Source: an optimization exercise on an open RTL-to-GDS flow (aim: small area and a short achievable clock period). Production flows keep margins and buffers that such runs may drop.
In this exercise RTL edits were held to simulation tests only and were not proved equivalent to the original.
The clock input has no modelled driver; a real chip could not lean on it and would need a root buffer or a full tree.
Power and IR drop assume default switching activity.

Setup of run 1:
==> flow/design.v (excerpt) <==
module mini_cnn (
    input         clk,
    input         reset,
    input  [7:0]  pxl_in,
    input  [7:0]  k00, k01, k02,
    input  [7:0]  k10, k11, k12,
    input  [7:0]  k20, k21, k22,
    input  [15:0] w0, w1, w2, w3,
    input  [15:0] bias,
    output [15:0] pool_out,
    output [15:0] fc_out,
    output reg    out_valid
);
    reg [4:0] ph;       
    reg       full;     
    always @(posedge clk or posedge reset) begin
        if (reset) begin
            ph <= 5'd24;
            full <= 1'b0;
            out_valid <= 1'b0;
        end else begin
            ph <= (ph == 5'd24) ? 5'd0 : ph + 5'd1;
            if (ph == 5'd23) full <= 1'b1;
            out_valid <= full & ((ph == 5'd0) | (ph == 5'd12));
        end
    end
    reg [5:0] tsel;    
    reg [2:0] bsel;    
    always @(*) begin
        case (ph)
            5'd0: begin tsel = 6'b010000; bsel = 3'b010; end
            5'd1: begin tsel = 6'b010000; bsel = 3'b100; end
            5'd2: begin tsel = 6'b010000; bsel = 3'b001; end
            5'd3: begin tsel = 6'b010000; bsel = 3'b010; end
            5'd4: begin tsel = 6'b010000; bsel = 3'b100; end
            5'd5: begin tsel = 6'b100000; bsel = 3'b001; end
            5'd6: begin tsel = 6'b100000; bsel = 3'b010; end
            5'd7: begin tsel = 6'b100000; bsel = 3'b100; end
            5'd8: begin tsel = 6'b000000; bsel = 3'b000; end
            5'd9: begin tsel = 6'b000001; bsel = 3'b001; end
            5'd10: begin tsel = 6'b000001; bsel = 3'b010; end
            5'd11: begin tsel = 6'b000001; bsel = 3'b100; end
            5'd12: begin tsel = 6'b000010; bsel = 3'b001; end
            5'd13: begin tsel = 6'b000010; bsel = 3'b010; end
            5'd14: begin tsel = 6'b000010; bsel = 3'b100; end
            5'd15: begin tsel = 6'b000100; bsel = 3'b001; end
            5'd16: begin tsel = 6'b000100; bsel = 3'b010; end
            5'd17: begin tsel = 6'b000100; bsel = 3'b100; end
            5'd18: begin tsel = 6'b000100; bsel = 3'b001; end
            5'd19: begin tsel = 6'b000100; bsel = 3'b010; end
  ...
For scale: ~200 I/O pins, ~18000 um2 of cells after synthesis.
==> flow/config.mk <==
export PLATFORM = sky130hd
export DESIGN_NAME = mini_cnn
export DESIGN_NICKNAME = mini_cnn
export VERILOG_FILES = /design/flow/design.v
export SDC_FILE = /design/flow/constraint.sdc
export NUM_CORES = 4
export LEC_CHECK = 0
export CAP_MARGIN = 50
export CORE_MARGIN = 2
export CORE_UTILIZATION = 65
export CTS_BUF_LIST = sky130_fd_sc_hd__clkbuf_8 sky130_fd_sc_hd__clkbuf_16
export CTS_CLUSTER_DIAMETER = 60
export CTS_CLUSTER_SIZE = 30
export SLEW_MARGIN = 70
export SYNTH_HIERARCHICAL = 1
export SYNTH_MINIMUM_KEEP_SIZE = 0
==> flow/constraint.sdc <==
create_clock -name core_clock -period 13.0 [get_ports {clk}]
set_input_delay 2.6000 -clock core_clock [delete_from_list [all_inputs] [get_ports {clk}]]
set_output_delay 2.6000 -clock core_clock [all_outputs]
set_load 0.01 [all_outputs]
standard.sh (not shown) runs the stock make flow with config.mk's settings and CLKGATE_MAP_FILE= SYNTH_SCRIPT=/design/flow/synth_recipe.tcl, a recipe that flattens the netlist after the stock synthesis.
==> flow/flow/run.sh <==
#!/bin/bash
# The standard ORFS layout with these changes:
#  - port buffers are the smallest buffer (buf_1),
#  - clock tree synthesis without dummy loads,
#  - after clock tree synthesis the tree's root buffer is removed, so the clock
#    port drives the tree's two first-level buffers directly (flow/noroot.tcl),
#    and the multiplier operand flops get drive strength 2 (flow/upsize.tcl).
# Each tool's output goes to its own log here.
set -uo pipefail
bash standard.sh synth > synth.log 2>&1 || exit 1
CTS="-sink_clustering_enable -repair_clock_nets -sink_clustering_size 30 -sink_clustering_max_diameter 60"
CTS="$CTS -buf_list {sky130_fd_sc_hd__clkbuf_8 sky130_fd_sc_hd__clkbuf_16} -dont_use_dummy_load"
bash standard.sh "BUFFER_PORTS_ARGS=-buffer_cell sky130_fd_sc_hd__buf_1" \
  "CTS_ARGS=$CTS" "POST_CTS_TCL=$PWD/flow/post_cts.tcl" finish > layout.log 2>&1 || exit 1
==> flow/flow/noroot.tcl <==
# Drop the clock tree's root buffer: the clock port then drives the tree's
# first-level buffers (two of them) directly.
set block [ord::get_db_block]
set clk [[$block findBTerm clk] getNet]
set roots {}
foreach it [$clk getITerms] { if {[$it isInputSignal]} { lappend roots [$it getInst] } }
if {[llength $roots] == 1} {
  set root [lindex $roots 0]
  set rn [[$root findITerm X] getNet]
  set loads {}
  foreach it [$rn getITerms] { if {[$it isInputSignal]} { lappend loads $it } }
  if {[llength $loads] <= 4} {
    foreach it $loads { $it disconnect; $it connect $clk }
    [$root findITerm A] disconnect
    odb::dbInst_destroy $root
    odb::dbNet_destroy $rn
    puts "noroot: removed [$root getName], clock port now drives [llength $loads] buffers"
  }
}
==> flow/flow/post_cts.tcl <==
# Run after clock tree synthesis (ORFS POST_CTS_TCL hook).
set here [file dirname [info script]]
source $here/noroot.tcl
source $here/upsize.tcl
==> flow/flow/upsize.tcl <==
set n 0
foreach c [get_cells -quiet {pa* ka*}] {
  if {[get_property [get_lib_cells -of_objects $c] name] eq "sky130_fd_sc_hd__dfxtp_1"} {
    replace_cell $c sky130_fd_sc_hd__dfxtp_2
    incr n
  }
}
puts "upsize: $n stage-A flops to dfxtp_2"
if {$n > 0} {
  detailed_placement
  estimate_parasitics -placement
}
Run 1: full flow OK, the timing, DRC and antenna checks passed
> inputs changed (run 1 -> run 2)
Settings: CAP_MARGIN: 50 -> 20; SLEW_MARGIN: 70 -> 40.
-- flow/flow/run.sh --
<<< run 1, line 1
#!/bin/bash
# The standard ORFS layout with these changes:
#  - port buffers are the smallest buffer (buf_1),
#  - clock tree synthesis without dummy loads,
>>> run 2, line 1
#!/bin/bash
# The standard ORFS layout with three changes:
#  - port buffers are the smallest buffer (buf_1),
#  - clock tree synthesis without dummy loads,
==> results.txt <==
Sequential share of layout area: run 2 vs run 1 up 0.18 points. Run 2 vs run 1 — half-perimeter wire length after placement dropped slightly. The met2 layer usage reported by global route of run 2 is higher than that of run 1. Run 1 → run 2: critical path buffer and inverter count has remained practically unchanged; clock-buffer cell count decreased 1.
diff inputs: run 2 => run 3
Settings: changing SLEW_MARGIN from 40 to 70; changing CAP_MARGIN from 20 to 50.
[summary]
~same total die area in run 2 and run 3
Internal power summed over all cells: run 3 > run 2
Compared with run 2, run 3 shows number of buffers outside the clock class in the layout that has gone up by a few percent.
[inputs] run 4 vs run 3
==> flow/flow/run.sh <==
#!/bin/bash
# The standard ORFS layout with three changes:
#  - port buffers are the smallest buffer (buf_1),
#  - clock tree synthesis without dummy loads,
#  - after clock tree synthesis the tree's root buffer is removed, so the clock
#    port drives the tree's two first-level buffers directly (flow/noroot.tcl).
# Each tool's output goes to its own log here.
set -uo pipefail
bash standard.sh synth > synth.log 2>&1 || exit 1
CTS="-sink_clustering_enable -repair_clock_nets -sink_clustering_size 30 -sink_clustering_max_diameter 60"
CTS="$CTS -buf_list {sky130_fd_sc_hd__clkbuf_8 sky130_fd_sc_hd__clkbuf_16} -dont_use_dummy_load"
bash standard.sh "BUFFER_PORTS_ARGS=-buffer_cell sky130_fd_sc_hd__buf_1" \
  "CTS_ARGS=$CTS" "POST_CTS_TCL=$PWD/flow/noroot.tcl" finish > layout.log 2>&1 || exit 1
removed: flow/flow/post_cts.tcl
removed: flow/flow/upsize.tcl
--- outcome ---
Run 4: done, clean on timing, DRC and antenna. Row setup slack of the worst register-to-register path: run 4 lower / run 3 higher. Run 4 vs. run 3: wire length flat; met2 track demand over resource in global routing flat. Status: summed area of non-filler cells in the final layout parity (run 4, run 3). In terms of aggregate global-route resource usage, run 4 and run 3 differ only marginally. Summary — length of the first detailed-routing pass in iterations, run 4 relative to run 3: lower, by 1. Run 4 and run 3 ended up with roughly the same minimum setup slack in the final design. Reported for run 4 and run 3, floorplan die area turned out identical to the last digit. Run 3 -> run 4: clock buffer instance count of the final layout delta 0, exact match. On worst-case clock skew, run 4 and run 3 are basically level.

## afterwards: timing with drivers on the ports
Ports are ideal in the flow. The routed layouts listed here were re-timed in OpenROAD.
Step 1 sets driving cells, clkbuf_16 on the clock port and buf_2 on the other inputs (assumed; they add their load-dependent delay and slew).
Step 2 times the ports against the registers' clock, not the clock port: input delays grow and output delays shrink by t, the midpoint of the rising clock arrivals with the driver on.
Three values: no drivers, after step 1, after step 2; two values: the first two.
| run | t (ns) | setup WS [ns] | worst register clock-pin slew, ns |
|---|---|---|---|
| run 1 | 0.473 | 9.427 / 9.359 / 9.162 | 0.10 / 0.10 |
| run 2 | 0.468 | 9.416 / 9.351 / 9.058 | 0.10 / 0.10 |
| run 3 | 0.473 | 9.427 / 9.359 / 9.162 | 0.10 / 0.10 |
| run 4 | 0.473 | 9.427 / 9.359 / 9.155 | 0.10 / 0.10 |
After both steps setup and hold are still met in every run listed. For run 2, which loses most, drivers alone change the setup slack by -0.065 ns; drivers and shift together by -0.358 ns.
